From an optimization exercise on the open Yosys and OpenROAD flow, aimed at small area and a short achievable clock period; shortcuts taken in it are not production practice.
Only simulation tests tie the RTL to the original design; equivalence was not proved.
Power is estimated from default activity; no workload was simulated.

$ cat flow/design.v
module ALU (flag_ALUOp, data_1, data_2, ALU_Result, shamt, zero, error_of, error_uf, error_div);
	input [5:0] flag_ALUOp;
	input [31:0] data_1, data_2;
	input [4:0] shamt;
	output zero;
	output reg error_of, error_uf, error_div;
	output reg [31:0] ALU_Result;
	parameter S0 = 6'b000000,	 
				 S1 = 6'b000001,	 
				 S2 = 6'b000010,	 
				 S3 = 6'b000011,	 
				 S4 = 6'b000100,	 
				 S5 = 6'b000101,	 
				 S6 = 6'b000110,	 
				 S7 = 6'b000111,	 
				 S8 = 6'b001000,	 
				 S9 = 6'b001001,	 
				 S10 = 6'b001010,	 
				 S11 = 6'b001011,	 
				 S12 = 6'b001100,	 
				 S13 = 6'b001101,	 
				 S14 = 6'b001110,	 
				 S15 = 6'b001111,	 
				 S16 = 6'b010000,	 
				 S17 = 6'b010001,	 
				 S18 = 6'b010010,	 
				 S19 = 6'b010011,	 
				 S20 = 6'b010100;	 
	always@(*)
	begin
		error_of = 0;
		error_uf = 0;
		error_div = 0;
		case(flag_ALUOp[5:0])
			S0: 
			begin
				ALU_Result = data_1 + data_2;
				if (data_1[31] == data_2[31] && data_1[31] != ALU_Result[31])
					error_of = 1;
			end
			S1: 
			begin
				ALU_Result = data_1 - data_2;
				if (data_1[31] != data_2[31] && data_1[31] != ALU_Result[31])
					error_uf = 1;
			end
			S2: ALU_Result = data_1[15:0] * data_2[15:0];
			S3: 
			begin
				ALU_Result = (data_2 == 32'd0) ? 32'd0 : data_1 / data_2;
				error_div = data_2 == 32'd0 ? 1 : 0;
			end
			S4: 
			begin
				ALU_Result = (data_2 == 32'd0) ? 32'd0 : data_1 % data_2;
				error_div = data_2 == 32'd0 ? 1 : 0;
			end
			S5: ALU_Result = data_1 & data_2;
			S6: ALU_Result = data_1 | data_2;
			S7: ALU_Result = data_1 ^ data_2;
			S8: ALU_Result = ~data_1;
			S9: ALU_Result = ($signed(data_1) < $signed(data_2)) ? 1 : 0;
			S10: ALU_Result = ($signed(data_1) <= $signed(data_2)) ? 1 : 0;
			S11: ALU_Result = ($signed(data_1) > $signed(data_2)) ? 1 : 0;
			S12: ALU_Result = ($signed(data_1) >= $signed(data_2)) ? 1 : 0;
			S13: ALU_Result = data_1 == data_2 ? 1 : 0;
			S14: ALU_Result = data_1 != data_2 ? 1 : 0;
			S15: ALU_Result = ($signed(data_1) < 0) ? 1 : 0;
			S16: ALU_Result = ($signed(data_1) <= 0) ? 1 : 0;
			S17: ALU_Result = ($signed(data_1) > 0) ? 1 : 0;
			S18: ALU_Result = ($signed(data_1) >= 0) ? 1 : 0;
			S19: ALU_Result = data_1 >> shamt;
			S20: ALU_Result = data_1 << shamt;
			default: ALU_Result = 0;
		endcase	
	end
	assign zero = (ALU_Result == 1);
endmodule
module BinaryToBCD_Converter (binary, negative, first, second, third, fourth, fifth, sixth, seventh);
	input [31:0] binary;
	reg [31:0] binary_out;
	output reg [3:0] first, second, third, fourth, fifth, sixth, seventh;
	reg [3:0] eighth;
	output reg negative;
	integer i;
	always@(binary)
	begin
		if(binary[31])
		begin
			binary_out = ~binary + 1;
			negative = 0;
		end
		else
		begin
			binary_out = binary;
			negative = 1;
		end
		first = 4'd0;
		second = 4'd0;
		third = 4'd0;
		fourth = 4'd0;
		fifth = 4'd0;
		sixth = 4'd0;
		seventh = 4'd0;
		eighth = 4'd0;
		for(i=31; i>=0; i=i-1)
		begin
			if(eighth >= 5)
				eighth = eighth + 4'd3;
			if(seventh >= 5)
				seventh = seventh + 4'd3;
			if(sixth >= 5)
				sixth = sixth + 4'd3;
			if(fifth >= 5)
				fifth = fifth + 4'd3;
			if(fourth >= 5)
				fourth = fourth + 4'd3;
			if(third >= 5)
				third = third + 4'd3;
			if(second >= 5)
				second = second + 4'd3;
			if(first >= 5)
				first = first + 4'd3;
			eighth = eighth << 1;
			eighth[0] = seventh[3];	
			seventh = seventh << 1;
			seventh[0] = sixth[3];	
			sixth = sixth << 1;
			sixth[0] = fifth[3];	
			fifth = fifth << 1;
			fifth[0] = fourth[3];
			fourth = fourth << 1;
			fourth[0] = third[3];
			third = third << 1;
			third[0] = second[3];
			second = second << 1;
			second[0] = first[3];
			first = first << 1;
			first[0] = binary_out[i];
		end
	end
endmodule 
module ControlUnit (OPCode, flag_Halt, PC_Halt, RB_Jal, RB_RegWrite, ALU_ALUOp, DM_MemWrite, DM_MemRead, MuxB_OrigPC, MuxIM_RegDst, MuxDM_MemtoReg, MuxRB_ALUSrc, MuxJ_Jump, MuxJr_Jr, MuxIn_SelectIn, Out);
	input [5:0] OPCode;
	input flag_Halt;
	output reg [5:0] ALU_ALUOp;
	output reg 	PC_Halt,
					MuxIM_RegDst,
					RB_Jal,
					RB_RegWrite,
					MuxRB_ALUSrc,
					DM_MemWrite,
					DM_MemRead,
					MuxDM_MemtoReg,
					MuxB_OrigPC,
					MuxJ_Jump,
					MuxJr_Jr,
					MuxIn_SelectIn,
					Out;
	parameter S0 = 6'b000000,	 
				 S1 = 6'b000001,	 
				 S2 = 6'b000010,	 
				 S3 = 6'b000011,	 
				 S4 = 6'b000100,	 
				 S5 = 6'b000101,	 
				 S6 = 6'b000110,	 
				 S7 = 6'b000111,	 
				 S8 = 6'b001000,	 
				 S9 = 6'b001001,	 
				 S10 = 6'b001010,	 
				 S11 = 6'b001011,	 
				 S12 = 6'b001100,	 
				 S13 = 6'b001101,	 
				 S14 = 6'b001110,	 
				 S15 = 6'b001111,	 
				 S16 = 6'b010000,	 
				 S17 = 6'b010001,	 
				 S18 = 6'b010010,	 
				 S19 = 6'b010011,	 
				 S20 = 6'b010100,	 
				 S21 = 6'b010101,	 
				 S22 = 6'b010110,	 
				 S23 = 6'b010111,	 
				 S24 = 6'b011000,	 
				 S25 = 6'b011001,	 
				 S26 = 6'b011010,	 
				 S27 = 6'b011011,	 
				 S28 = 6'b011100,	 
				 S29 = 6'b011101,	 
				 S30 = 6'b011110,	 
				 S31 = 6'b011111,	 
				 S32 = 6'b100000,	 
				 S33 = 6'b100001,	 
				 S34 = 6'b100010,	 
				 S35 = 6'b100011,	 
				 S36 = 6'b100101,	 
				 S37 = 6'b100110,	 
				 S38 = 6'b100111;  
	always@(*)
	begin
		case (OPCode)
			S0:	 
			begin
				PC_Halt = 0;
				MuxIM_RegDst = 0;
				RB_Jal = 0;
				RB_RegWrite = 1;
				MuxRB_ALUSrc = 0;
				ALU_ALUOp = 6'b000000;
				DM_MemWrite = 0;
				DM_MemRead = 0;
				MuxDM_MemtoReg = 0;
				MuxB_OrigPC = 0;
				MuxJ_Jump = 0;
				MuxJr_Jr = 0;
				MuxIn_SelectIn = 0;
				Out = 0;
			end
			S1:	 
			begin
				PC_Halt = 0;
				MuxIM_RegDst = 1;
				RB_Jal = 0;
				RB_RegWrite = 1;
				MuxRB_ALUSrc = 1;
				ALU_ALUOp = 6'b000000;
				DM_MemWrite = 0;
				DM_MemRead = 0;
				MuxDM_MemtoReg = 0;
				MuxB_OrigPC = 0;
				MuxJ_Jump = 0;
				MuxJr_Jr = 0;
				MuxIn_SelectIn = 0;
				Out = 0;
			end
			S2:	 
			begin
				PC_Halt = 0;
				MuxIM_RegDst = 0;
				RB_Jal = 0;
				RB_RegWrite = 1;
				MuxRB_ALUSrc = 0;
				ALU_ALUOp = 6'b000001;
				DM_MemWrite = 0;
				DM_MemRead = 0;
				MuxDM_MemtoReg = 0;
				MuxB_OrigPC = 0;
				MuxJ_Jump = 0;
				MuxJr_Jr = 0;
				MuxIn_SelectIn = 0;
				Out = 0;
			end
			S3:	 
			begin
				PC_Halt = 0;
				MuxIM_RegDst = 1;
				RB_Jal = 0;
				RB_RegWrite = 1;
				MuxRB_ALUSrc = 1;
				ALU_ALUOp = 6'b000001;
				DM_MemWrite = 0;
				DM_MemRead = 0;
				MuxDM_MemtoReg = 0;
				MuxB_OrigPC = 0;
				MuxJ_Jump = 0;
				MuxJr_Jr = 0;
				MuxIn_SelectIn = 0;
				Out = 0;
			end
			S4:	 
			begin
				PC_Halt = 0;
				MuxIM_RegDst = 0;
				RB_Jal = 0;
				RB_RegWrite = 1;
				MuxRB_ALUSrc = 0;
				ALU_ALUOp = 6'b000010;
				DM_MemWrite = 0;
				DM_MemRead = 0;
				MuxDM_MemtoReg = 0;
				MuxB_OrigPC = 0;
				MuxJ_Jump = 0;
				MuxJr_Jr = 0;
				MuxIn_SelectIn = 0;
				Out = 0;
			end
			S5:	 
			begin
				PC_Halt = 0;
				MuxIM_RegDst = 0;
				RB_Jal = 0;
				RB_RegWrite = 1;
				MuxRB_ALUSrc = 0;
				ALU_ALUOp = 6'b000011;
				DM_MemWrite = 0;
				DM_MemRead = 0;
				MuxDM_MemtoReg = 0;
				MuxB_OrigPC = 0;
				MuxJ_Jump = 0;
				MuxJr_Jr = 0;
				MuxIn_SelectIn = 0;
				Out = 0;
			end
			S6:	 
			begin
				PC_Halt = 0;
				MuxIM_RegDst = 0;
				RB_Jal = 0;
				RB_RegWrite = 1;
				MuxRB_ALUSrc = 0;
				ALU_ALUOp = 6'b000101;
				DM_MemWrite = 0;
				DM_MemRead = 0;
				MuxDM_MemtoReg = 0;
				MuxB_OrigPC = 0;
				MuxJ_Jump = 0;
				MuxJr_Jr = 0;
				MuxIn_SelectIn = 0;
				Out = 0;
			end
			S7:	 
			begin
				PC_Halt = 0;
				MuxIM_RegDst = 1;
				RB_Jal = 0;
				RB_RegWrite = 1;
				MuxRB_ALUSrc = 1;
				ALU_ALUOp = 6'b000101;
				DM_MemWrite = 0;
				DM_MemRead = 0;
				MuxDM_MemtoReg = 0;
				MuxB_OrigPC = 0;
				MuxJ_Jump = 0;
				MuxJr_Jr = 0;
				MuxIn_SelectIn = 0;
				Out = 0;
			end
			S8:	 
			begin
				PC_Halt = 0;
				MuxIM_RegDst = 0;
				RB_Jal = 0;
				RB_RegWrite = 1;
				MuxRB_ALUSrc = 0;
				ALU_ALUOp = 6'b000110;
				DM_MemWrite = 0;
				DM_MemRead = 0;
				MuxDM_MemtoReg = 0;
				MuxB_OrigPC = 0;
				MuxJ_Jump = 0;
				MuxJr_Jr = 0;
				MuxIn_SelectIn = 0;
				Out = 0;
			end
			S9:	 
			begin
				PC_Halt = 0;
				MuxIM_RegDst = 1;
				RB_Jal = 0;
				RB_RegWrite = 1;
				MuxRB_ALUSrc = 1;
				ALU_ALUOp = 6'b000110;
				DM_MemWrite = 0;
				DM_MemRead = 0;
				MuxDM_MemtoReg = 0;
				MuxB_OrigPC = 0;
				MuxJ_Jump = 0;
				MuxJr_Jr = 0;
				MuxIn_SelectIn = 0;
				Out = 0;
			end
			S10:	 
			begin
				PC_Halt = 0;
				MuxIM_RegDst = 0;
				RB_Jal = 0;
				RB_RegWrite = 1;
				MuxRB_ALUSrc = 0;
				ALU_ALUOp = 6'b000111;
				DM_MemWrite = 0;
				DM_MemRead = 0;
				MuxDM_MemtoReg = 0;
				MuxB_OrigPC = 0;
				MuxJ_Jump = 0;
				MuxJr_Jr = 0;
				MuxIn_SelectIn = 0;
				Out = 0;
			end
			S11:	 
			begin
				PC_Halt = 0;
				MuxIM_RegDst = 1;
				RB_Jal = 0;
				RB_RegWrite = 1;
				MuxRB_ALUSrc = 1;
				ALU_ALUOp = 6'b000111;
				DM_MemWrite = 0;
				DM_MemRead = 0;
				MuxDM_MemtoReg = 0;
				MuxB_OrigPC = 0;
				MuxJ_Jump = 0;
				MuxJr_Jr = 0;
				MuxIn_SelectIn = 0;
				Out = 0;
			end
			S12:	 
			begin
				PC_Halt = 0;
				MuxIM_RegDst = 0;
				RB_Jal = 0;
				RB_RegWrite = 1;
				MuxRB_ALUSrc = 0;
				ALU_ALUOp = 6'b001001;
				DM_MemWrite = 0;
				DM_MemRead = 0;
				MuxDM_MemtoReg = 0;
				MuxB_OrigPC = 0;
				MuxJ_Jump = 0;
				MuxJr_Jr = 0;
				MuxIn_SelectIn = 0;
				Out = 0;
			end
			S13:	 
			begin
				PC_Halt = 0;
				MuxIM_RegDst = 0;
				RB_Jal = 0;
				RB_RegWrite = 1;
				MuxRB_ALUSrc = 0;
				ALU_ALUOp = 6'b001010;
				DM_MemWrite = 0;
				DM_MemRead = 0;
				MuxDM_MemtoReg = 0;
				MuxB_OrigPC = 0;
				MuxJ_Jump = 0;
				MuxJr_Jr = 0;
				MuxIn_SelectIn = 0;
				Out = 0;
			end
			S14:	 
			begin
				PC_Halt = 0;
				MuxIM_RegDst = 0;
				RB_Jal = 0;
				RB_RegWrite = 1;
				MuxRB_ALUSrc = 0;
				ALU_ALUOp = 6'b001011;
				DM_MemWrite = 0;
				DM_MemRead = 0;
				MuxDM_MemtoReg = 0;
				MuxB_OrigPC = 0;
				MuxJ_Jump = 0;
				MuxJr_Jr = 0;
				MuxIn_SelectIn = 0;
				Out = 0;
			end
			S15:	 
			begin
				PC_Halt = 0;
				MuxIM_RegDst = 0;
				RB_Jal = 0;
				RB_RegWrite = 1;
				MuxRB_ALUSrc = 0;
				ALU_ALUOp = 6'b001100;
				DM_MemWrite = 0;
				DM_MemRead = 0;
				MuxDM_MemtoReg = 0;
				MuxB_OrigPC = 0;
				MuxJ_Jump = 0;
				MuxJr_Jr = 0;
				MuxIn_SelectIn = 0;
				Out = 0;
			end
			S16:	 
			begin
				PC_Halt = 0;
				MuxIM_RegDst = 0;
				RB_Jal = 0;
				RB_RegWrite = 0;
				MuxRB_ALUSrc = 0;
				ALU_ALUOp = 6'b001101;
				DM_MemWrite = 0;
				DM_MemRead = 0;
				MuxDM_MemtoReg = 0;
				MuxB_OrigPC = 1;
				MuxJ_Jump = 0;
				MuxJr_Jr = 0;
				MuxIn_SelectIn = 0;
				Out = 0;
			end
			S17:	 
			begin
				PC_Halt = 0;
				MuxIM_RegDst = 0;
				RB_Jal = 0;
				RB_RegWrite = 0;
				MuxRB_ALUSrc = 0;
				ALU_ALUOp = 6'b001110;
				DM_MemWrite = 0;
				DM_MemRead = 0;
				MuxDM_MemtoReg = 0;
				MuxB_OrigPC = 1;
				MuxJ_Jump = 0;
				MuxJr_Jr = 0;
				MuxIn_SelectIn = 0;
				Out = 0;
			end
			S18:	 
			begin
				PC_Halt = 0;
				MuxIM_RegDst = 0;
				RB_Jal = 0;
				RB_RegWrite = 0;
				MuxRB_ALUSrc = 0;
				ALU_ALUOp = 6'b001001;
				DM_MemWrite = 0;
				DM_MemRead = 0;
				MuxDM_MemtoReg = 0;
				MuxB_OrigPC = 1;
				MuxJ_Jump = 0;
				MuxJr_Jr = 0;
				MuxIn_SelectIn = 0;
				Out = 0;
			end
			S19:	 
			begin
				PC_Halt = 0;
				MuxIM_RegDst = 0;
				RB_Jal = 0;
				RB_RegWrite = 0;
				MuxRB_ALUSrc = 0;
				ALU_ALUOp = 6'b001010;
				DM_MemWrite = 0;
				DM_MemRead = 0;
				MuxDM_MemtoReg = 0;
				MuxB_OrigPC = 1;
				MuxJ_Jump = 0;
				MuxJr_Jr = 0;
				MuxIn_SelectIn = 0;
				Out = 0;
			end
			S20:	 
			begin
				PC_Halt = 0;
				MuxIM_RegDst = 0;
				RB_Jal = 0;
				RB_RegWrite = 0;
				MuxRB_ALUSrc = 0;
				ALU_ALUOp = 6'b001011;
				DM_MemWrite = 0;
				DM_MemRead = 0;
				MuxDM_MemtoReg = 0;
				MuxB_OrigPC = 1;
				MuxJ_Jump = 0;
				MuxJr_Jr = 0;
				MuxIn_SelectIn = 0;
				Out = 0;
			end
			S21:	 
			begin
				PC_Halt = 0;
				MuxIM_RegDst = 0;
				RB_Jal = 0;
				RB_RegWrite = 0;
				MuxRB_ALUSrc = 0;
				ALU_ALUOp = 6'b001100;
				DM_MemWrite = 0;
				DM_MemRead = 0;
				MuxDM_MemtoReg = 0;
				MuxB_OrigPC = 1;
				MuxJ_Jump = 0;
				MuxJr_Jr = 0;
				MuxIn_SelectIn = 0;
				Out = 0;
			end
			S22:	 
			begin
				PC_Halt = 0;
				MuxIM_RegDst = 0;
				RB_Jal = 0;
				RB_RegWrite = 0;
				MuxRB_ALUSrc = 0;
				ALU_ALUOp = 6'b001111;
				DM_MemWrite = 0;
				DM_MemRead = 0;
				MuxDM_MemtoReg = 0;
				MuxB_OrigPC = 1;
				MuxJ_Jump = 0;
				MuxJr_Jr = 0;
				MuxIn_SelectIn = 0;
				Out = 0;
			end
			S23:	 
			begin
				PC_Halt = 0;
				MuxIM_RegDst = 0;
				RB_Jal = 0;
				RB_RegWrite = 0;
				MuxRB_ALUSrc = 0;
				ALU_ALUOp = 6'b010000;
				DM_MemWrite = 0;
				DM_MemRead = 0;
				MuxDM_MemtoReg = 0;
				MuxB_OrigPC = 1;
				MuxJ_Jump = 0;
				MuxJr_Jr = 0;
				MuxIn_SelectIn = 0;
				Out = 0;
			end
			S24:	 
			begin
				PC_Halt = 0;
				MuxIM_RegDst = 0;
				RB_Jal = 0;
				RB_RegWrite = 0;
				MuxRB_ALUSrc = 0;
				ALU_ALUOp = 6'b010001;
				DM_MemWrite = 0;
				DM_MemRead = 0;
				MuxDM_MemtoReg = 0;
				MuxB_OrigPC = 1;
				MuxJ_Jump = 0;
				MuxJr_Jr = 0;
				MuxIn_SelectIn = 0;
				Out = 0;
			end
			S25:	 
			begin
				PC_Halt = 0;
				MuxIM_RegDst = 0;
				RB_Jal = 0;
				RB_RegWrite = 0;
				MuxRB_ALUSrc = 0;
				ALU_ALUOp = 6'b010010;
				DM_MemWrite = 0;
				DM_MemRead = 0;
				MuxDM_MemtoReg = 0;
				MuxB_OrigPC = 1;
				MuxJ_Jump = 0;
				MuxJr_Jr = 0;
				MuxIn_SelectIn = 0;
				Out = 0;
			end
			S26:	 
			begin
				PC_Halt = 0;
				MuxIM_RegDst = 0;
				RB_Jal = 0;
				RB_RegWrite = 1;
				MuxRB_ALUSrc = 0;
				ALU_ALUOp = 6'b010011;
				DM_MemWrite = 0;
				DM_MemRead = 0;
				MuxDM_MemtoReg = 0;
				MuxB_OrigPC = 0;
				MuxJ_Jump = 0;
				MuxJr_Jr = 0;
				MuxIn_SelectIn = 0;
				Out = 0;
			end
			S27:	 
			begin
				PC_Halt = 0;
				MuxIM_RegDst = 0;
				RB_Jal = 0;
				RB_RegWrite = 1;
				MuxRB_ALUSrc = 0;
				ALU_ALUOp = 6'b010100;
				DM_MemWrite = 0;
				DM_MemRead = 0;
				MuxDM_MemtoReg = 0;
				MuxB_OrigPC = 0;
				MuxJ_Jump = 0;
				MuxJr_Jr = 0;
				MuxIn_SelectIn = 0;
				Out = 0;
			end
			S28:	 
			begin
				PC_Halt = 0;
				MuxIM_RegDst = 1;
				RB_Jal = 0;
				RB_RegWrite = 1;
				MuxRB_ALUSrc = 1;
				ALU_ALUOp = 6'b000000;
				DM_MemWrite = 0;
				DM_MemRead = 0;
				MuxDM_MemtoReg = 0;
				MuxB_OrigPC = 0;
				MuxJ_Jump = 0;
				MuxJr_Jr = 0;
				MuxIn_SelectIn = 0;
				Out = 0;
			end
			S29:	 
			begin
				PC_Halt = 0;
				MuxIM_RegDst = 1;
				RB_Jal = 0;
				RB_RegWrite = 1;
				MuxRB_ALUSrc = 1;
				ALU_ALUOp = 6'b000000;
				DM_MemWrite = 0;
				DM_MemRead = 1;
				MuxDM_MemtoReg = 1;
				MuxB_OrigPC = 0;
				MuxJ_Jump = 0;
				MuxJr_Jr = 0;
				MuxIn_SelectIn = 0;
				Out = 0;
			end
			S30:	 
			begin
				PC_Halt = 0;
				MuxIM_RegDst = 1;
				RB_Jal = 0;
				RB_RegWrite = 0;
				MuxRB_ALUSrc = 1;
				ALU_ALUOp = 6'b000000;
				DM_MemWrite = 1;
				DM_MemRead = 0;
				MuxDM_MemtoReg = 0;
				MuxB_OrigPC = 0;
				MuxJ_Jump = 0;
				MuxJr_Jr = 0;
				MuxIn_SelectIn = 0;
				Out = 0;
			end
			S31:	 
			begin
				PC_Halt = 0;
				MuxIM_RegDst = 1;
				RB_Jal = 0;
				RB_RegWrite = 1;
				MuxRB_ALUSrc = 0;
				ALU_ALUOp = 6'b001000;
				DM_MemWrite = 0;
				DM_MemRead = 0;
				MuxDM_MemtoReg = 0;
				MuxB_OrigPC = 0;
				MuxJ_Jump = 0;
				MuxJr_Jr = 0;
				MuxIn_SelectIn = 0;
				Out = 0;
			end
			S32:	 
			begin
				PC_Halt = 0;
				MuxIM_RegDst = 1;
				RB_Jal = 0;
				RB_RegWrite = 1;
				MuxRB_ALUSrc = 0;
				ALU_ALUOp = 6'b000000;
				DM_MemWrite = 0;
				DM_MemRead = 0;
				MuxDM_MemtoReg = 0;
				MuxB_OrigPC = 0;
				MuxJ_Jump = 0;
				MuxJr_Jr = 0;
				MuxIn_SelectIn = 0;
				Out = 0;
			end
			S33:	 
			begin
				PC_Halt = 0;
				MuxIM_RegDst = 0;
				RB_Jal = 0;
				RB_RegWrite = 0;
				MuxRB_ALUSrc = 0;
				ALU_ALUOp = 6'b111111;
				DM_MemWrite = 0;
				DM_MemRead = 0;
				MuxDM_MemtoReg = 0;
				MuxB_OrigPC = 0;
				MuxJ_Jump = 1;
				MuxJr_Jr = 0;
				MuxIn_SelectIn = 0;
				Out = 0;
			end
			S34:	 
			begin
				PC_Halt = 0;
				MuxIM_RegDst = 0;
				RB_Jal = 1;
				RB_RegWrite = 0;
				MuxRB_ALUSrc = 0;
				ALU_ALUOp = 6'b111111;
				DM_MemWrite = 0;
				DM_MemRead = 0;
				MuxDM_MemtoReg = 0;
				MuxB_OrigPC = 0;
				MuxJ_Jump = 1;
				MuxJr_Jr = 0;
				MuxIn_SelectIn = 0;
				Out = 0;
			end
			S35:	 
			begin
				PC_Halt = 0;
				MuxIM_RegDst = 0;
				RB_Jal = 0;
				RB_RegWrite = 0;
				MuxRB_ALUSrc = 0;
				ALU_ALUOp = 6'b111111;
				DM_MemWrite = 0;
				DM_MemRead = 0;
				MuxDM_MemtoReg = 0;
				MuxB_OrigPC = 0;
				MuxJ_Jump = 0;
				MuxJr_Jr = 1;
				MuxIn_SelectIn = 0;
				Out = 0;
			end
			S36:	 
			begin
				PC_Halt = 0;
				MuxIM_RegDst = 0;
				RB_Jal = 0;
				RB_RegWrite = 0;
				MuxRB_ALUSrc = 0;
				ALU_ALUOp = 6'b111111;
				DM_MemWrite = 0;
				DM_MemRead = 0;
				MuxDM_MemtoReg = 0;
				MuxB_OrigPC = 0;
				MuxJ_Jump = 0;
				MuxJr_Jr = 0;
				MuxIn_SelectIn = 0;
				Out = 0;
			end
			S37:	 
			begin
				if (flag_Halt)
					PC_Halt = 1;
				else
					PC_Halt = 0;
				MuxIM_RegDst = 1;
				RB_Jal = 0;
				RB_RegWrite = 1;
				MuxRB_ALUSrc = 1;
				ALU_ALUOp = 6'b000000;
				DM_MemWrite = 0;
				DM_MemRead = 0;
				MuxDM_MemtoReg = 0;
				MuxB_OrigPC = 0;
				MuxJ_Jump = 0;
				MuxJr_Jr = 0;
				MuxIn_SelectIn = 1;
				Out = 0;
			end
			S38:	 
			begin
				if (flag_Halt)
					PC_Halt = 1;
				else
					PC_Halt = 0;
				MuxIM_RegDst = 0;
				RB_Jal = 0;
				RB_RegWrite = 0;
				MuxRB_ALUSrc = 1;
				ALU_ALUOp = 6'b000000;
				DM_MemWrite = 0;
				DM_MemRead = 0;
				MuxDM_MemtoReg = 0;
				MuxB_OrigPC = 0;
				MuxJ_Jump = 0;
				MuxJr_Jr = 0;
				MuxIn_SelectIn = 0;
				Out = 1;
			end
			default:
			begin
				PC_Halt = 0;
				MuxIM_RegDst = 0;
				RB_Jal = 0;
				RB_RegWrite = 0;
				MuxRB_ALUSrc = 0;
				ALU_ALUOp = 6'b000000;
				DM_MemWrite = 0;
				DM_MemRead = 0;
				MuxDM_MemtoReg = 0;
				MuxB_OrigPC = 0;
				MuxJ_Jump = 0;
				MuxJr_Jr = 0;
				MuxIn_SelectIn = 0;
				Out = 0;
			end
		endcase
	end
endmodule
module DataMemory (address, write_Data, read_Data, flag_MemWrite, flag_MemRead, clock);
	input [31:0] address, write_Data;
	input flag_MemWrite, flag_MemRead, clock;
	output [31:0] read_Data;
	reg [31:0] Memory [31:0];
	always@(posedge clock)
	begin
		if (flag_MemWrite && address < 32)
			Memory[address[4:0]] <= write_Data;
	end
	assign read_Data = (address < 32) ? Memory[address[4:0]] : 32'd0;
endmodule
module Display (entrada, saida);
	input [3:0] entrada;
	output reg [6:0] saida;
	always@(*)
	begin
		case (entrada [3:0])
			4'd0: saida = 7'b0000001;
			4'd1: saida = 7'b1001111;
			4'd2: saida = 7'b0010010;
			4'd3: saida = 7'b0000110;
			4'd4: saida = 7'b1001100;
			4'd5: saida = 7'b0100100;
			4'd6: saida = 7'b0100000;
			4'd7: saida = 7'b0001111;
			4'd8: saida = 7'b0000000;
			4'd9: saida = 7'b0000100;
			default: saida = 7'b1111111;
		endcase
	end
endmodule
module Extender_16_to_32 (inst_In, inst_Out);
	input [15:0] inst_In;
	output reg [31:0] inst_Out;
	always@(*)
	begin
		inst_Out = {{16{inst_In[15]}}, inst_In};
	end
endmodule
module Extender_26_to_32 (inst_In, inst_Out);
	input [25:0] inst_In;
	output reg[31:0] inst_Out;
	always@(*)
	begin
		inst_Out = {{6{inst_In[25]}}, inst_In};
	end
endmodule
module Mux_Branch (pc_In, offset_Branch, flag_OrigPC, flag_Zero, mux_Out);
	input [31:0] pc_In, offset_Branch;
	input flag_OrigPC, flag_Zero;
	output reg [31:0] mux_Out;
	reg [31:0] pc_Incremented;
	always@(*)
	begin
		pc_Incremented = pc_In + 1;
		if(flag_OrigPC & flag_Zero)
			mux_Out = offset_Branch;
		else
			mux_Out = pc_Incremented;
	end
endmodule
module Mux_DataMemory (ALU_Result, read_Data, flag_MemtoReg, mux_Out);
	input [31:0] ALU_Result, read_Data;
	input flag_MemtoReg;
	output reg [31:0] mux_Out;
	always@(*)
	begin
		if (flag_MemtoReg)
			mux_Out = read_Data;
		else
			mux_Out = ALU_Result;
	end
endmodule
module Mux_In (immediate, switches, flag_SelectIn, mux_Out);
	input [15:0] immediate, switches;
	input flag_SelectIn;
	output reg [15:0] mux_Out;
	always@(*)
	begin
		if (flag_SelectIn)
			mux_Out = switches;
		else
			mux_Out = immediate;
	end
endmodule
module Mux_InstructionMemory (inst_rt, inst_rd, flag_RegDst, mux_Out);
	input [4:0] inst_rt, inst_rd;
	input flag_RegDst;
	output reg [4:0] mux_Out;
	always@(*)
	begin
		if (flag_RegDst)
			mux_Out = inst_rt;
		else 
			mux_Out = inst_rd;
	end
endmodule
module Mux_Jr (mux_Jump, register_Address, flag_Jr, mux_Out);
	input [31:0] mux_Jump, register_Address;
	input flag_Jr;
	output reg [31:0] mux_Out;
	always@(*)
	begin
		if (flag_Jr)
			mux_Out = register_Address;
		else
			mux_Out = mux_Jump;
	end
endmodule
module Mux_Jump (jump_Address, mux_Branch, flag_Jump, mux_Out);
	input [31:0] jump_Address, mux_Branch;
	input flag_Jump;
	output reg [31:0] mux_Out;
	always@(*)
	begin
		if (flag_Jump)
			mux_Out = jump_Address;
		else
			mux_Out = mux_Branch;
	end
endmodule
module Mux_RegisterBank (read_Data2, immediate, flag_ALUSrc, mux_Out);
	input [31:0] read_Data2, immediate;
	input flag_ALUSrc;
	output reg [31:0] mux_Out;
	always@(*)
	begin
		if (flag_ALUSrc)
			mux_Out = immediate;
		else
			mux_Out = read_Data2;
	end
endmodule
module Out (address, write_Data, flag_Write, flag_Out, flag_Reset, data_Out, clock);
	input [31:0] address, write_Data;
	input flag_Write, flag_Out, flag_Reset, clock;
	output reg [31:0] data_Out;
	reg [31:0] Dados [31:0];
	always@(posedge clock)
	begin
		if (flag_Write)
		begin
			if (address < 32)
				Dados[address[4:0]] <= write_Data;
		end
		else if (flag_Out)
			data_Out <= (address < 32) ? Dados[address[4:0]] : 32'd0;
		else if (flag_Reset)
			data_Out <= 32'd0;
	end
endmodule
module ProgramCounter (address_In, address_Out, flag_Halt, flag_Reset, clock);
	input [15:0] address_In;
	input flag_Halt, flag_Reset, clock;
	output reg [15:0] address_Out;
	always@(posedge clock)
	begin
		if (flag_Reset)
			address_Out <= 0;
		else if (flag_Halt) 
		begin
		end
		else 
			address_Out <= address_In;
	end
endmodule
module RegisterBank (read_Reg1, read_Reg2, write_Reg, write_Data, data_Reg1, data_Reg2, address_PC, flag_Jal, flag_RegWrite, clock);
	input [4:0] read_Reg1, read_Reg2, write_Reg;
	input [31:0] write_Data, address_PC;
	input flag_Jal, flag_RegWrite, clock;
	output [31:0] data_Reg1, data_Reg2;
	reg [31:0] Registers [31:0];					 
	always@(posedge clock)
	begin
		Registers[0] <= 32'd0;
		if (flag_Jal)
			Registers[31] <= address_PC + 1;
		if (flag_RegWrite)
			Registers[write_Reg] <= write_Data;	 
	end
	assign data_Reg1 = Registers[read_Reg1];	 
	assign data_Reg2 = Registers[read_Reg2];	 
endmodule 
module botaoEstados(clock, reset, dbOut, saida);
	input clock, reset, dbOut;
	output reg saida;
	reg estado;
	always@(posedge clock)
	begin
		if(reset)
		begin
			estado <= 0;
			saida <= 1;
		end
		else if(estado == 0)
		begin
			saida <= dbOut;
			if(dbOut == 0)
				estado <= 1;
		end
		else
		begin
			saida <= 1;
			if(dbOut == 1)
				estado <= 0;
		end
	end
endmodule
module KSK (switches, 
	    negative, unidade, dezena, centena, milhar, dmilhar, cmilhar, bilhao,
	    errorAdd, errorSub, errorDiv,
	    Reset, haltButton, Halt, 
	    clock, imem_addr, imem_data);
	input [15:0] switches;
	input clock, haltButton, Reset;
	input [31:0] imem_data;
	output [15:0] imem_addr;
	output [6:0] unidade, dezena, centena, milhar, dmilhar, cmilhar, bilhao;
	output negative, errorAdd, errorSub, errorDiv;
	output wire Halt;
	wire haltIn;
	wire Jal, RegWrite, MemWrite, MemRead, OrigPC, Zero, RegDst, MemtoReg, ALUSrc, Jump, Jr, SelectIn, Out;
	wire [3:0] one, ten, hundred, thousand, tthousand, hthousand, billion;
	wire [5:0] ALUOp, OPCode;
	wire [4:0] mIM_Out;
	wire [15:0] inst16, instAddress;
	wire [31:0] pcAddress, inst16_32, inst26_32;
	wire [31:0] Instruction, data1, data2, ALU_Out, DM_Out, dataOut;
	wire [31:0] mRB_Out, mDM_Out, mB_Out, mJ_Out;
	assign imem_addr = instAddress;
	assign Instruction = imem_data;
	botaoEstados		BE (.clock(clock),
				    .reset(Reset),
				    .dbOut(haltButton),
				    .saida(haltIn));
	ProgramCounter 		PC (.address_In(pcAddress[15:0]), 
				    .address_Out(instAddress), 
				    .flag_Halt(Halt), 
				    .flag_Reset(Reset), 
				    .clock(clock));
	ControlUnit 	        CU (.OPCode(Instruction[31:26]), 
				    .flag_Halt(haltIn), 
				    .PC_Halt(Halt), 
				    .RB_Jal(Jal), 
				    .RB_RegWrite(RegWrite), 
				    .ALU_ALUOp(ALUOp), 
				    .DM_MemWrite(MemWrite), 
				    .DM_MemRead(MemRead), 
				    .MuxB_OrigPC(OrigPC), 
				    .MuxIM_RegDst(RegDst), 
				    .MuxDM_MemtoReg(MemtoReg), 
				    .MuxRB_ALUSrc(ALUSrc), 
				    .MuxJ_Jump(Jump), 
				    .MuxJr_Jr(Jr), 
				    .MuxIn_SelectIn(SelectIn), 
				    .Out(Out));
	Mux_InstructionMemory  mIM (.inst_rt(Instruction[20:16]), 
				    .inst_rd(Instruction[15:11]), 
				    .flag_RegDst(RegDst), 
				    .mux_Out(mIM_Out));
	RegisterBank 	       RB  (.read_Reg1(Instruction[25:21]), 
			 	    .read_Reg2(Instruction[20:16]), 
				    .write_Reg(mIM_Out), 
				    .write_Data(mDM_Out), 
				    .data_Reg1(data1), 
				    .data_Reg2(data2), 
				    .address_PC({16'd0, instAddress}), 
				    .flag_Jal(Jal), 
				    .flag_RegWrite(RegWrite), 
				    .clock(clock));
	Mux_In 		       mIn (.immediate(Instruction[15:0]), 
				    .switches(switches), 
				    .flag_SelectIn(SelectIn) , 
				    .mux_Out(inst16));
	Extender_16_to_32      E16 (.inst_In(inst16), 
				    .inst_Out(inst16_32));
	Mux_RegisterBank       mRB (.read_Data2(data2), 
				    .immediate(inst16_32), 
				    .flag_ALUSrc(ALUSrc), 
				    .mux_Out(mRB_Out));
	ALU 		       ULA (.flag_ALUOp(ALUOp), 
				    .data_1(data1), 
				    .data_2(mRB_Out), 
				    .ALU_Result(ALU_Out), 
				    .shamt(Instruction[10:6]), 
				    .zero(Zero), 
				    .error_of(errorAdd), 
				    .error_uf(errorSub), 
				    .error_div(errorDiv));
	DataMemory 		DM (.address(ALU_Out), 
				    .write_Data(data2), 
				    .read_Data(DM_Out), 
				    .flag_MemWrite(MemWrite), 
				    .flag_MemRead(MemRead), 
				    .clock(clock));
	Mux_DataMemory	       mDM (.ALU_Result(ALU_Out), 
				    .read_Data(DM_Out), 
				    .flag_MemtoReg(MemtoReg), 
				    .mux_Out(mDM_Out));
	Mux_Branch 		mB (.pc_In({16'd0, instAddress}), 
				    .offset_Branch(inst16_32), 
				    .flag_OrigPC(OrigPC), 
				    .flag_Zero(Zero), 
				    .mux_Out(mB_Out));
	Extender_26_to_32      E26 (.inst_In(Instruction[25:0]), 
				    .inst_Out(inst26_32));
	Mux_Jump 	        mJ (.jump_Address(inst26_32), 
				    .mux_Branch(mB_Out), 
				    .flag_Jump(Jump), 
				    .mux_Out(mJ_Out));
	Mux_Jr 		       mJr (.mux_Jump(mJ_Out), 
				    .register_Address(data1), 
				    .flag_Jr(Jr), 
				    .mux_Out(pcAddress));
	Out 		      POut (.address(ALU_Out), 
				    .write_Data(data2), 
				    .flag_Write(MemWrite), 
				    .flag_Out(Out), 
				    .flag_Reset(Reset), 
				    .data_Out(dataOut), 
				    .clock(clock));
	BinaryToBCD_Converter 	 C (.binary(dataOut), 
				    .negative(negative), 
				    .first(one), 
				    .second(ten), 
				    .third(hundred),
				    .fourth(thousand),
				    .fifth(tthousand),
				    .sixth(hthousand),
				    .seventh(billion));
	Display 		D1 (.entrada(one), 
				    .saida(unidade));
	Display 		D2 (.entrada(ten), 
				    .saida(dezena));
	Display		 	D3 (.entrada(hundred), 
				    .saida(centena));
	Display			D4 (.entrada(thousand), 
				    .saida(milhar));
	Display			D5 (.entrada(tthousand), 
				    .saida(dmilhar));
	Display			D6 (.entrada(hthousand), 
				    .saida(cmilhar));
	Display			D7(.entrada(billion), 
				   .saida(bilhao));
endmodule
$ cat flow/run.sh
#!/bin/bash
# synth_recipe.tcl (not shown) runs the flow's synth.tcl, then flattens the netlist and writes it again
# the make line also repeats each setting of config.mk as NAME=value (left out here)
make -C /OpenROAD-flow-scripts/flow DESIGN_CONFIG=/design/flow/config.mk WORK_HOME=/design/flow/orfs CLKGATE_MAP_FILE= SYNTH_SCRIPT=/design/flow/synth_recipe.tcl finish
$ cat flow/config.mk
export PLATFORM = sky130hd
export DESIGN_NAME = KSK
export DESIGN_NICKNAME = KSK
export VERILOG_FILES = /design/flow/design.v
export SDC_FILE = /design/flow/constraint.sdc
export NUM_CORES = 4
export LEC_CHECK = 0
export CAP_MARGIN = 20
export CORE_MARGIN = 2
export CORE_UTILIZATION = 40
export PLACE_DENSITY = 0.6
export SLEW_MARGIN = 20
$ cat flow/constraint.sdc
create_clock -name core_clock -period 150.0 [get_ports {clock}]
set_input_delay 30.0000 -clock core_clock [delete_from_list [all_inputs] [get_ports {clock}]]
set_output_delay 30.0000 -clock core_clock [all_outputs]
set_load 0.01 [all_outputs]
==> run summary <==
-- synth_stat cells, drive strengths merged, types with 32 or more instances --
library cell / n
a21oi: 474
a221oi: 47
nor2: 1005
o22ai: 44
and3: 73
ha: 1061
clkbuf: 442
o21ai: 458
a21boi: 38
a211o: 32
o31ai: 222
nand4: 77
mux4: 707
fa: 197
a311oi: 81
edfxtp: 2048
dfxtp: 50
buf: 153
xor2: 60
nand2b: 157
a221o: 42
mux2: 356
a31oi: 127
a22oi: 76
or2: 64
o21bai: 81
nor3: 515
nor4: 61
nand3: 226
xnor2: 187
mux2i: 361
a21o: 98
o21a: 447
o211a: 37
nor2b: 92
o221ai: 51
inv: 808
nand2: 1141
and2: 206
a211oi: 155
a31o: 32
or3: 57
o211ai: 157
-- area by class of cell --
type | count | area share (%)
sequential | 2098 | 36.4
multi-input combinational | 9685 | 49.1
clock inverter | 112 | 0.763
clock buffer | 260 | 3.23
antenna | 13 | 0.0190
tap | 4972 | 3.62
timing repair buffer | 954 | 5.03
inverter | 814 | 1.78
-- registers in the layout, indices dropped and copies added, names as in the netlist --
register        cells
POut.data_Out      32
BE.saida            1
POut.Dados         32
PC.address_Out     16
BE.estado           1
RB.Registers     1024
DM.Memory         992
-- cell families after synthesis --
| kind of cell | synth area share, % |
|---|---|
| buffers and inverters | 3.59 |
| AND/OR/NAND/NOR | 12.0 |
| adder cells (fa/ha/maj) | 11.5 |
| multiplexers | 15.8 |
| AO/OA/AOI/OAI | 13.8 |
| XOR/XNOR | 1.50 |
| flip-flops | 41.8 |
-- per-stage QoR --
| step | hold slack (ns) | setup TNS (ns) | power (mW) |
|---|---|---|---|
| finish | 0.412 | 0 | 305 |
| global route | 0.438 | -1194.79 | 307 |
| CTS | 0.418 | 0 | 303 |
| detailed placement | 0.406 | 0 | 302 |
| global placement | 0.411 | 0 | 301 |
| floorplan | 0.390 | 0 | 300 |
-- cells in the final DEF, fill, tap and decap left out, types with 54 or more instances in the layout --
cell type / n
buf_4: 738
a22oi_1: 68
mux2_2: 336
a311oi_1: 70
o21a_1: 442
mux4_2: 707
xnor2_1: 177
and3_1: 68
nand3_1: 224
clkbuf_16: 236
a21oi_1: 414
clkdlybuf4s50_1: 104
nor2b_1: 90
nor3_1: 500
mux2i_1: 300
o211ai_1: 151
nand2b_1: 155
ha_1: 1059
xor2_1: 55
nand4_1: 77
o21ai_0: 356
o31ai_1: 215
a31oi_1: 123
a21o_1: 98
nor2_1: 906
a211oi_1: 138
and2_1: 189
nand2_1: 1136
edfxtp_1: 2048
inv_1: 769
fa_1: 196
o21ai_1: 54
o21bai_1: 79
nor2_4: 89
-- per-layer routing --
metal | vias up | GRT usage [%]
met5 | - | 0
met4 | 12 | 15.1
met3 | 1178 | 4.19
met2 | 5485 | 42.1
met1 | 57373 | 33.4
li1 | 51779 | -
-- repair_timing --
action                                  4_1_cts  5_1_grt
buffers inserted                              0      221
endpoints found under the setup margin        0     2096
resized for setup                             0      347
==> summary.txt <==
Status
  – Status: timing/DRC/antenna clean

Placed design
  – Placed cell count: 18253
  – Port-buffer cells: 120
  – RePlAce Congestion: around 1
  – Dpl hpwl: 344000 um
  – Pre-CTS setup slack: 0.122 ns
  – Placed inst area: 161000 sq um

Pwr
  – Psw: 175 mW
  – Power share of the clock group: 0.2%
  – Clk pwr: 0.537 mW
  – Seq group: approximately 0.68 mW
  – P_int: 130 mW
  – Combinational share of power: 99.6%
  – Worst-case vdd ir drop: 4.52 mV
  – Combinational Power: ~300 mW
  – Largest power group: combinational cells
  – Part of the power in registers: less than 1%
  – Switching Share: 57.3%
  – LEAKAGE: 64.3 nW
  – PD cells: 1780 nW/um^2

Min path
  – Hold Crit Class: flop to flop
  – Hold-critical path depth: 1
  – HP Start: BE.estado$_SDFF_PP0_
  – Worst min-delay path endpoint: BE.saida$_SDFF_PP1_

Finish
  – Flip-flop and latch area: 62500 sq um
  – Multi-input logic area: about 84000 sq um
  – Final core occ: 46.1%
  – Fin cells: ~19000
  – Area growth syn-to-layout: 14.7%
  – Nets@finish: 15074
  – Layout cells sized above 1: 20.3%
  – Number of fill cells: 33882
  – Post-route cell area: around 170000 sq um

Floorplanning
  – Starting Density: 40.2%
  – Core footprint: 372000 sq um
  – Die span in x: about 620 um
  – I/O Pins: 121
  – Row count: 224
  – Die Y-Extent: 616 um
  – DIE AREA: 379000 sq um

Synth
  – Area leader, netlist: edfxtp_1
  – Share of the yosys chip area belonging to registers: 41.8%
  – Top post-synthesis cells by area: edfxtp_1 (41%), mux4_2 (11%), ha_1 (8.9%), nand2_1 (2.9%), fa_1 (2.6%)
  – Avg Cell Area, Syn: between 10 and 15 sq um
  – Mapped Area: roughly 150000 sq um
  – Synth async-reset ratio: 0%
  – Syn Inst Count: 13173
  – Mapped Nets: 14482
  – Ys Warns: 18
  – Number of synthesized flops with an enable pin: 2048
  – Area share of the largest cell type after synthesis: 41.1%
  – Yosys reg bits: 2098
  – Prevailing post-synth register cell: edfxtp_1
  – Distinct cells, synth: 138

Detailed routing
  – Vias per cell: between 6 and 7
  – Max Used Layer: met5
  – Total Routed Length: 521000 um
  – Met1 wire length: about 200000 um
  – Metal3 WL: approximately 48000 um
  – DRC errors left: 0
  – Metal2 WL: 237000 um
  – Routed Antenna Nets: 0
  – Routed length per placed instance: 27.6 um
  – Vias: 115827
  – DRT iter0 DRCs: 12850
  – DR pass1 iterations: 9

STA
  – Actual slew at the worst max-slew pin: between 1 and 1.5 ns
  – Setup violations, final: 0
  – Hold Fails Final Rpt: 0
  – Max Fclk: slightly below 7 MHz
  – RSZ-0062 raised after global routing: yes
  – Final Max Tran Viols: 0
  – Final period utilization: 96.4%
  – Crit path time final: 144.58 ns
  – Final clock skew: roughly 0.14 ns
  – Final WS setup: 5.42 ns
  – Slew HR: roughly 7.0%

CTS
  – Worst-Skew Late Latency: 0.95 ns
  – CTS max path bufs: 4
  – H-tree depth: 4
  – CTS root buffer: clkbuf_16
  – Hold_buf cts: 0
  – Total CTS buffers: 212
  – TritonCTS clock tree: done
  – Clk sinks: 2098
  – Clk slew on worst S/H paths: approximately 0.06 ns

Global routing
  – First-pass GRT wire length: 739000 um
  – Vias in the first global route: roughly 110k
  – GRT Util Overall: 26.1%
  – Largest net degree at the start of global routing: between 100 and 150
  – Grt total ovfl: 0
  – Initial antenna violation count: 24

Worst setup path
  – R2R Setup Slk: 34.41 ns
  – Crit path launch type: input pin
  – Crit path to: RB.Registers[14][28]$_DFFE_PP_
  – Max FO, Critical Path: 25
  – Critical path's top delay family: compound AO/OA/AOI/OAI gates
  – CP Data Arrival Time: 145.17 ns
  – Setup crit start: imem_data[19]
  – Worst r2r src: RB.Registers[18][30]$_DFFE_PP_
  – Worst path bufs/invs: 21
  – Setup CP Type: input pin to flop
  – Top cell by count, worst path: o21a_1
  – Max incr delay on CP: around 0.52 ns
  – Crit. End Element: flop
  – Worst r2r dst: RB.Registers[14][28]$_DFFE_PP_
  – Levels on crit path: 634
  – CP required: 150.59 ns
  – Crit path max-delay cell type: o221ai_1
  – R2R depth: 635

Run
  – Max-Cap Viols: 0

-- port drivers added, routing unchanged --
The results above use ideal ports. As a check the final layout listed here was re-extracted and re-timed, cells and wires unchanged.
Step 1: set_driving_cell puts a clkbuf_16 on clock and a buf_2 on each other input, an assumption about the parent block.
Step 2 moves the port delays by t, midway between the first and last clock arrival at a register: inputs arrive t later, outputs are due t later. That takes back most of the time a late clock gives input paths.
Three values: no drivers, after step 1, after step 2; two values: the first two.
shift t [ns]: 0.971
setup slack, ns: 5.423 / 5.245 / 4.274
worst setup path after step 2: input to register
latest minus earliest clock arrival (ns): 0.144 / 0.144
After both steps setup and hold are still met in this run. For this run, drivers alone change the setup slack by -0.178 ns; drivers and shift together by -1.149 ns.
